Background: an optimization exercise with open tools, aiming at small area and a short achievable clock period. Do not read the settings as production practice.
Power is estimated from default activity; no workload was simulated.

==> inputs of trial 18 <==
## FloatingPoint_Multiplier_Complete
module FloatingPoint_Multiplier_Complete (
    input wire         clk,
    input wire         rst,
    input  wire [15:0] a,
    input  wire [15:0] b,
    output reg  [15:0] result,
    output reg         overflow,
    output reg         underflow
);
==> flow/config.mk <==
export PLATFORM = sky130hd
export DESIGN_NAME = FloatingPoint_Multiplier_Complete
export DESIGN_NICKNAME = FloatingPoint_Multiplier_Complete
export VERILOG_FILES = /design/flow/design.v
export SDC_FILE = /design/flow/constraint.sdc
export NUM_CORES = 4
export LEC_CHECK = 0
export ABC_CLOCK_PERIOD_IN_PS = 2500
export CAP_MARGIN = 20
export CORE_MARGIN = 2
export CORE_UTILIZATION = 40
export SETUP_SLACK_MARGIN = 4.5
export SLEW_MARGIN = 20
==> flow/constraint.sdc <==
create_clock -name core_clock -period 7.5 [get_ports {clk}]
set_input_delay 1.5000 -clock core_clock [delete_from_list [all_inputs] [get_ports {clk}]]
set_output_delay 1.5000 -clock core_clock [all_outputs]
set_load 0.01 [all_outputs]
standard.sh (not shown) runs the stock make flow with config.mk's settings and CLKGATE_MAP_FILE= SYNTH_SCRIPT=/design/flow/synth_recipe.tcl, a recipe that flattens the netlist after the stock synthesis.
==> flow/flow/run.sh <==
#!/bin/bash
# Own layout flow: the standard flow (standard.sh) with two changes:
#  - synthesis runs Yosys's synth without its generic "abc -fast" pass
#    (-noabc), so the full adders written in the RTL reach extract_fa as
#    written instead of being remapped first; everything else in
#    synth_recipe.tcl (flatten, renames, registers) is unchanged;
#  - port buffers use the buffer cell named in flow/ports.txt.
# Each tool's output is in the ORFS logs under orfs/logs; make's own output
# goes to flow.log here.
set -euo pipefail
here=$(pwd)
first=$(head -n 1 synth_recipe.tcl)
if [[ "$first" != 'proc synth {args} { yosys synth -nofsm -noshare {*}$args }' ]]; then
  echo "unexpected first line of synth_recipe.tcl: $first" >&2
  exit 1
fi
{ echo 'proc synth {args} { yosys synth -nofsm -noshare -noabc {*}$args }'; tail -n +2 synth_recipe.tcl; } > own_synth.tcl
buf=$(tr -d ' \n' < flow/ports.txt)
sed -e "s#SYNTH_SCRIPT=[^ ]*#SYNTH_SCRIPT=$here/own_synth.tcl 'BUFFER_PORTS_ARGS=-buffer_cell $buf'#" standard.sh > own_standard.sh
grep -q own_synth.tcl own_standard.sh
bash own_standard.sh > flow.log 2>&1
==> flow/flow/ports.txt <==
sky130_fd_sc_hd__buf_1
==> inputs of build 78, as changes to trial 18 <==
--- a/flow/design.v
+++ b/flow/design.v
@@ -378,41 +378,42 @@
     wire hi_p9 = r2_a[17] ^ r2_b[17];
     wire hi_g10 = r2_a[18] & r2_b[18];
     wire hi_p10 = r2_a[18] ^ r2_b[18];
     wire hi_g11 = r2_a[19] & r2_b[19];
     wire hi_p11 = r2_a[19] ^ r2_b[19];
     wire hi_g12 = r2_a[20] & r2_b[20];
     wire hi_p12 = r2_a[20] ^ r2_b[20];
-    wire hi_G0_1 = hi_g0 | (hi_p0 & r2_cin);
-    wire hi_G0_2 = hi_g1 | (hi_p1 & hi_g0);
-    wire hi_P0_2 = hi_p1 & hi_p0;
-    wire hi_G0_3 = hi_g2 | (hi_p2 & hi_g1);
-    wire hi_P0_3 = hi_p2 & hi_p1;
-    wire hi_G0_4 = hi_g3 | (hi_p3 & hi_g2);
-    wire hi_P0_4 = hi_p3 & hi_p2;
-    wire hi_G0_5 = hi_g4 | (hi_p4 & hi_g3);
-    wire hi_P0_5 = hi_p4 & hi_p3;
-    wire hi_G0_6 = hi_g5 | (hi_p5 & hi_g4);
-    wire hi_P0_6 = hi_p5 & hi_p4;
-    wire hi_G0_7 = hi_g6 | (hi_p6 & hi_g5);
-    wire hi_P0_7 = hi_p6 & hi_p5;
-    wire hi_G0_8 = hi_g7 | (hi_p7 & hi_g6);
-    wire hi_P0_8 = hi_p7 & hi_p6;
-    wire hi_G0_9 = hi_g8 | (hi_p8 & hi_g7);
-    wire hi_P0_9 = hi_p8 & hi_p7;
-    wire hi_G0_10 = hi_g9 | (hi_p9 & hi_g8);
-    wire hi_P0_10 = hi_p9 & hi_p8;
-    wire hi_G0_11 = hi_g10 | (hi_p10 & hi_g9);
-    wire hi_P0_11 = hi_p10 & hi_p9;
-    wire hi_G0_12 = hi_g11 | (hi_p11 & hi_g10);
-    wire hi_P0_12 = hi_p11 & hi_p10;
-    wire hi_G0_13 = hi_g12 | (hi_p12 & hi_g11);
-    wire hi_P0_13 = hi_p12 & hi_p11;
-    wire hi_G1_2 = hi_G0_2 | (hi_P0_2 & r2_cin);
+    wire hi_G0_1 = hi_g1 | (hi_p1 & hi_g0);
+    wire hi_P0_1 = hi_p1 & hi_p0;
+    wire hi_G0_2 = hi_g2 | (hi_p2 & hi_g1);
+    wire hi_P0_2 = hi_p2 & hi_p1;
+    wire hi_G0_3 = hi_g3 | (hi_p3 & hi_g2);
+    wire hi_P0_3 = hi_p3 & hi_p2;
+    wire hi_G0_4 = hi_g4 | (hi_p4 & hi_g3);
+    wire hi_P0_4 = hi_p4 & hi_p3;
+    wire hi_G0_5 = hi_g5 | (hi_p5 & hi_g4);
+    wire hi_P0_5 = hi_p5 & hi_p4;
+    wire hi_G0_6 = hi_g6 | (hi_p6 & hi_g5);
+    wire hi_P0_6 = hi_p6 & hi_p5;
+    wire hi_G0_7 = hi_g7 | (hi_p7 & hi_g6);
+    wire hi_P0_7 = hi_p7 & hi_p6;
+    wire hi_G0_8 = hi_g8 | (hi_p8 & hi_g7);
+    wire hi_P0_8 = hi_p8 & hi_p7;
+    wire hi_G0_9 = hi_g9 | (hi_p9 & hi_g8);
+    wire hi_P0_9 = hi_p9 & hi_p8;
+    wire hi_G0_10 = hi_g10 | (hi_p10 & hi_g9);
+    wire hi_P0_10 = hi_p10 & hi_p9;
+    wire hi_G0_11 = hi_g11 | (hi_p11 & hi_g10);
+    wire hi_P0_11 = hi_p11 & hi_p10;
+    wire hi_G0_12 = hi_g12 | (hi_p12 & hi_g11);
+    wire hi_P0_12 = hi_p12 & hi_p11;
+    wire hi_G1_2 = hi_G0_2 | (hi_P0_2 & hi_g0);
+    wire hi_P1_2 = hi_P0_2 & hi_p0;
     wire hi_G1_3 = hi_G0_3 | (hi_P0_3 & hi_G0_1);
+    wire hi_P1_3 = hi_P0_3 & hi_P0_1;
     wire hi_G1_4 = hi_G0_4 | (hi_P0_4 & hi_G0_2);
     wire hi_P1_4 = hi_P0_4 & hi_P0_2;
     wire hi_G1_5 = hi_G0_5 | (hi_P0_5 & hi_G0_3);
     wire hi_P1_5 = hi_P0_5 & hi_P0_3;
     wire hi_G1_6 = hi_G0_6 | (hi_P0_6 & hi_G0_4);
     wire hi_P1_6 = hi_P0_6 & hi_P0_4;
     wire hi_G1_7 = hi_G0_7 | (hi_P0_7 & hi_G0_5);
@@ -423,51 +424,68 @@
     wire hi_P1_9 = hi_P0_9 & hi_P0_7;
     wire hi_G1_10 = hi_G0_10 | (hi_P0_10 & hi_G0_8);
     wire hi_P1_10 = hi_P0_10 & hi_P0_8;
     wire hi_G1_11 = hi_G0_11 | (hi_P0_11 & hi_G0_9);
     wire hi_P1_11 = hi_P0_11 & hi_P0_9;
     wire hi_G1_12 = hi_G0_12 | (hi_P0_12 & hi_G0_10);
     wire hi_P1_12 = hi_P0_12 & hi_P0_10;
-    wire hi_G1_13 = hi_G0_13 | (hi_P0_13 & hi_G0_11);
-    wire hi_P1_13 = hi_P0_13 & hi_P0_11;
-    wire hi_G2_4 = hi_G1_4 | (hi_P1_4 & r2_cin);
+    wire hi_G2_4 = hi_G1_4 | (hi_P1_4 & hi_g0);
+    wire hi_P2_4 = hi_P1_4 & hi_p0;
     wire hi_G2_5 = hi_G1_5 | (hi_P1_5 & hi_G0_1);
+    wire hi_P2_5 = hi_P1_5 & hi_P0_1;
     wire hi_G2_6 = hi_G1_6 | (hi_P1_6 & hi_G1_2);
+    wire hi_P2_6 = hi_P1_6 & hi_P1_2;
     wire hi_G2_7 = hi_G1_7 | (hi_P1_7 & hi_G1_3);
+    wire hi_P2_7 = hi_P1_7 & hi_P1_3;
     wire hi_G2_8 = hi_G1_8 | (hi_P1_8 & hi_G1_4);
     wire hi_P2_8 = hi_P1_8 & hi_P1_4;
     wire hi_G2_9 = hi_G1_9 | (hi_P1_9 & hi_G1_5);
     wire hi_P2_9 = hi_P1_9 & hi_P1_5;
     wire hi_G2_10 = hi_G1_10 | (hi_P1_10 & hi_G1_6);
     wire hi_P2_10 = hi_P1_10 & hi_P1_6;
     wire hi_G2_11 = hi_G1_11 | (hi_P1_11 & hi_G1_7);
     wire hi_P2_11 = hi_P1_11 & hi_P1_7;
     wire hi_G2_12 = hi_G1_12 | (hi_P1_12 & hi_G1_8);
     wire hi_P2_12 = hi_P1_12 & hi_P1_8;
-    wire hi_G2_13 = hi_G1_13 | (hi_P1_13 & hi_G1_9);
-    wire hi_P2_13 = hi_P1_13 & hi_P1_9;
-    wire hi_G3_8 = hi_G2_8 | (hi_P2_8 & r2_cin);
+    wire hi_G3_8 = hi_G2_8 | (hi_P2_8 & hi_g0);
+    wire hi_P3_8 = hi_P2_8 & hi_p0;
     wire hi_G3_9 = hi_G2_9 | (hi_P2_9 & hi_G0_1);
+    wire hi_P3_9 = hi_P2_9 & hi_P0_1;
     wire hi_G3_10 = hi_G2_10 | (hi_P2_10 & hi_G1_2);
+    wire hi_P3_10 = hi_P2_10 & hi_P1_2;
     wire hi_G3_11 = hi_G2_11 | (hi_P2_11 & hi_G1_3);
+    wire hi_P3_11 = hi_P2_11 & hi_P1_3;
     wire hi_G3_12 = hi_G2_12 | (hi_P2_12 & hi_G2_4);
-    wire hi_G3_13 = hi_G2_13 | (hi_P2_13 & hi_G2_5);
+    wire hi_P3_12 = hi_P2_12 & hi_P2_4;
     wire hi_s0 = hi_p0 ^ r2_cin;
-    wire hi_s1 = hi_p1 ^ hi_G0_1;
-    wire hi_s2 = hi_p2 ^ hi_G1_2;
-    wire hi_s3 = hi_p3 ^ hi_G1_3;
-    wire hi_s4 = hi_p4 ^ hi_G2_4;
-    wire hi_s5 = hi_p5 ^ hi_G2_5;
-    wire hi_s6 = hi_p6 ^ hi_G2_6;
-    wire hi_s7 = hi_p7 ^ hi_G2_7;
-    wire hi_s8 = hi_p8 ^ hi_G3_8;
-    wire hi_s9 = hi_p9 ^ hi_G3_9;
-    wire hi_s10 = hi_p10 ^ hi_G3_10;
-    wire hi_s11 = hi_p11 ^ hi_G3_11;
-    wire hi_s12 = hi_p12 ^ hi_G3_12;
+    wire hi_C1 = hi_g0 | (hi_p0 & r2_cin);
+    wire hi_s1 = hi_p1 ^ hi_C1;
+    wire hi_C2 = hi_G0_1 | (hi_P0_1 & r2_cin);
+    wire hi_s2 = hi_p2 ^ hi_C2;
+    wire hi_C3 = hi_G1_2 | (hi_P1_2 & r2_cin);
+    wire hi_s3 = hi_p3 ^ hi_C3;
+    wire hi_C4 = hi_G1_3 | (hi_P1_3 & r2_cin);
+    wire hi_s4 = hi_p4 ^ hi_C4;
+    wire hi_C5 = hi_G2_4 | (hi_P2_4 & r2_cin);
+    wire hi_s5 = hi_p5 ^ hi_C5;
+    wire hi_C6 = hi_G2_5 | (hi_P2_5 & r2_cin);
+    wire hi_s6 = hi_p6 ^ hi_C6;
+    wire hi_C7 = hi_G2_6 | (hi_P2_6 & r2_cin);
+    wire hi_s7 = hi_p7 ^ hi_C7;
+    wire hi_C8 = hi_G2_7 | (hi_P2_7 & r2_cin);
+    wire hi_s8 = hi_p8 ^ hi_C8;
+    wire hi_C9 = hi_G3_8 | (hi_P3_8 & r2_cin);
+    wire hi_s9 = hi_p9 ^ hi_C9;
+    wire hi_C10 = hi_G3_9 | (hi_P3_9 & r2_cin);
+    wire hi_s10 = hi_p10 ^ hi_C10;
+    wire hi_C11 = hi_G3_10 | (hi_P3_10 & r2_cin);
+    wire hi_s11 = hi_p11 ^ hi_C11;
+    wire hi_C12 = hi_G3_11 | (hi_P3_11 & r2_cin);
+    wire hi_s12 = hi_p12 ^ hi_C12;
+    wire hi_C13 = hi_G3_12 | (hi_P3_12 & r2_cin);
     wire tie0 = hi_s1 & r2_z0;
     wire tie1 = hi_s2 & r2_z1;
     wire r0_a0_1 = hi_s2 & hi_s1;
     wire r0_a0_2 = hi_s3 & hi_s2;
     wire r0_a0_3 = hi_s4 & hi_s3;
     wire r0_a0_4 = hi_s5 & hi_s4;
     wire r0_a0_5 = hi_s6 & hi_s5;
@@ -506,15 +524,15 @@
     wire r0_4 = hi_s6 ^ r0_a2_4;
     wire r0_5 = hi_s7 ^ r0_a2_5;
     wire r0_6 = hi_s8 ^ r0_a2_6;
     wire r0_7 = hi_s9 ^ r0_a2_7;
     wire r0_8 = hi_s10 ^ r0_a3_8;
     wire r0_9 = hi_s11 ^ r0_a3_9;
     wire r0_10 = hi_s12 ^ r0_a3_10;
-    wire r0_top = hi_G3_13 | r0_a3_11;    
+    wire r0_top = hi_C13 | r0_a3_11;    
     wire r1_a0_1 = hi_s3 & hi_s2;
     wire r1_a0_2 = hi_s4 & hi_s3;
     wire r1_a0_3 = hi_s5 & hi_s4;
     wire r1_a0_4 = hi_s6 & hi_s5;
     wire r1_a0_5 = hi_s7 & hi_s6;
     wire r1_a0_6 = hi_s8 & hi_s7;
     wire r1_a0_7 = hi_s9 & hi_s8;
@@ -558,31 +576,28 @@
     wire       unf0 = r2_e[6] | (r2_e[5:0] == 6'd0);
     wire       unf1 = r2_e[6];
     wire [4:0] ef0  = r2_e[4:0];
     wire [4:0] ef1  = r2_e[4:0] + 5'd1;
     wire       ovf  = r0_top ? ovf1 : ovf0;
     wire       unf  = r0_top ? unf1 : unf0;
     wire [4:0] ef   = r0_top ? ef1 : ef0;
+    reg        r3_nz, r3_ovf, r3_unf;    
+    reg [15:0] r3_val;
     always @(posedge clk or posedge rst) begin
         if (rst) begin
-            result    <= 16'd0;
-            overflow  <= 1'b0;
-            underflow <= 1'b0;
-        end else if (r2_zero) begin
-            result    <= 16'd0;
-            overflow  <= 1'b0;
-            underflow <= 1'b0;
-        end else if (ovf) begin
-            result    <= 16'h7F80;
-            overflow  <= 1'b1;
-            underflow <= 1'b0;
-        end else if (unf) begin
-            result    <= 16'd0;
-            overflow  <= 1'b0;
-            underflow <= 1'b1;
+            r3_nz  <= 1'b0;
+            r3_ovf <= 1'b0;
+            r3_unf <= 1'b0;
+            r3_val <= 16'd0;
         end else begin
-            result    <= {r2_sign, ef, mant};
-            overflow  <= 1'b0;
-            underflow <= 1'b0;
+            r3_nz  <= ~r2_zero & ~ovf & ~unf;
+            r3_ovf <= ~r2_zero & ovf;
+            r3_unf <= ~r2_zero & ~ovf & unf;
+            r3_val <= {r2_sign, ef, mant};
         end
     end
+    always @(*) begin
+        result    = r3_nz ? r3_val : (r3_ovf ? 16'h7F80 : 16'd0);
+        overflow  = r3_ovf;
+        underflow = r3_unf;
+    end
 endmodule
==> summary of the runs <==
Between build 78 and trial 18, the lower core utilization is in trial 18 (gap 0.11 points).
Non-clock buffer count: build 78 is lower than trial 18 (4).
Between build 78 and trial 18, the lower flip-flop and latch count is in trial 18 (gap 1).
Of trial 18 and build 78, build 78 has the higher clock power (gap about 7%, measured against build 78).
In build 78 the sequential share of layout area is higher than in trial 18, by 0.32 points.
Global-route usage: build 78 is lower than trial 18 (0.59 points).
==> figures <==
item                                                                            trial 18                 build 78
Result of the run                                                complete, no violations  complete, no violations
Power density normalized to cell area                                        394 nW/um^2              413 nW/um^2
Detailed router's first-iteration violation count                                    170                      204
Chip height                                                                       134 um                   133 um
Cell-internal power                                                              1780 uW                  1910 uW
Post-synthesis simple-gate area fraction                                           0.199                    0.203
Pre-CTS setup slack                                                              3870 ps                  3840 ps
Met2 Track Usage GR                                                                0.290                    0.280
Cells on worst reg2reg path                                                           10                        7
Static Leak                                                                   0.00338 uW               0.00333 uW
Effective utilization at floorplan                                                 0.407                    0.405
Number of standard cells in the layout, taps in and fillers out                      941                      930
XOR/XNOR Fraction of Synth Area                                                   0.0508                   0.0607
No functional check of the RTL was part of any run of this note.

==> what the ideal ports hide <==
No port has a modelled driver above. Below, the same layouts with a new extraction and two added sets of constraints.
Step 1 (the two cells are an assumption about what drives the block):
set clk [get_ports {clk}]
set_driving_cell -lib_cell sky130_fd_sc_hd__clkbuf_16 $clk
set_driving_cell -lib_cell sky130_fd_sc_hd__buf_2 [delete_from_list [all_inputs] $clk]
Step 2 moves the port delays by t, midway between the first and last clock arrival at a register: inputs arrive t later, outputs are due t later. That takes back most of the time a late clock gives input paths.
Three values: ideal, step 1, step 2; two values: the first two.
run	shift t [ns]	setup slack, ns	clock arrival spread, ns	worst register clock-pin slew, ns
trial 18	0.378	4.331 / 4.331 / 4.331	0.007 / 0.007	0.06 / 0.06
build 78	0.384	4.312 / 4.312 / 4.312	0.008 / 0.008	0.07 / 0.07
After both steps every run listed still meets setup and hold.
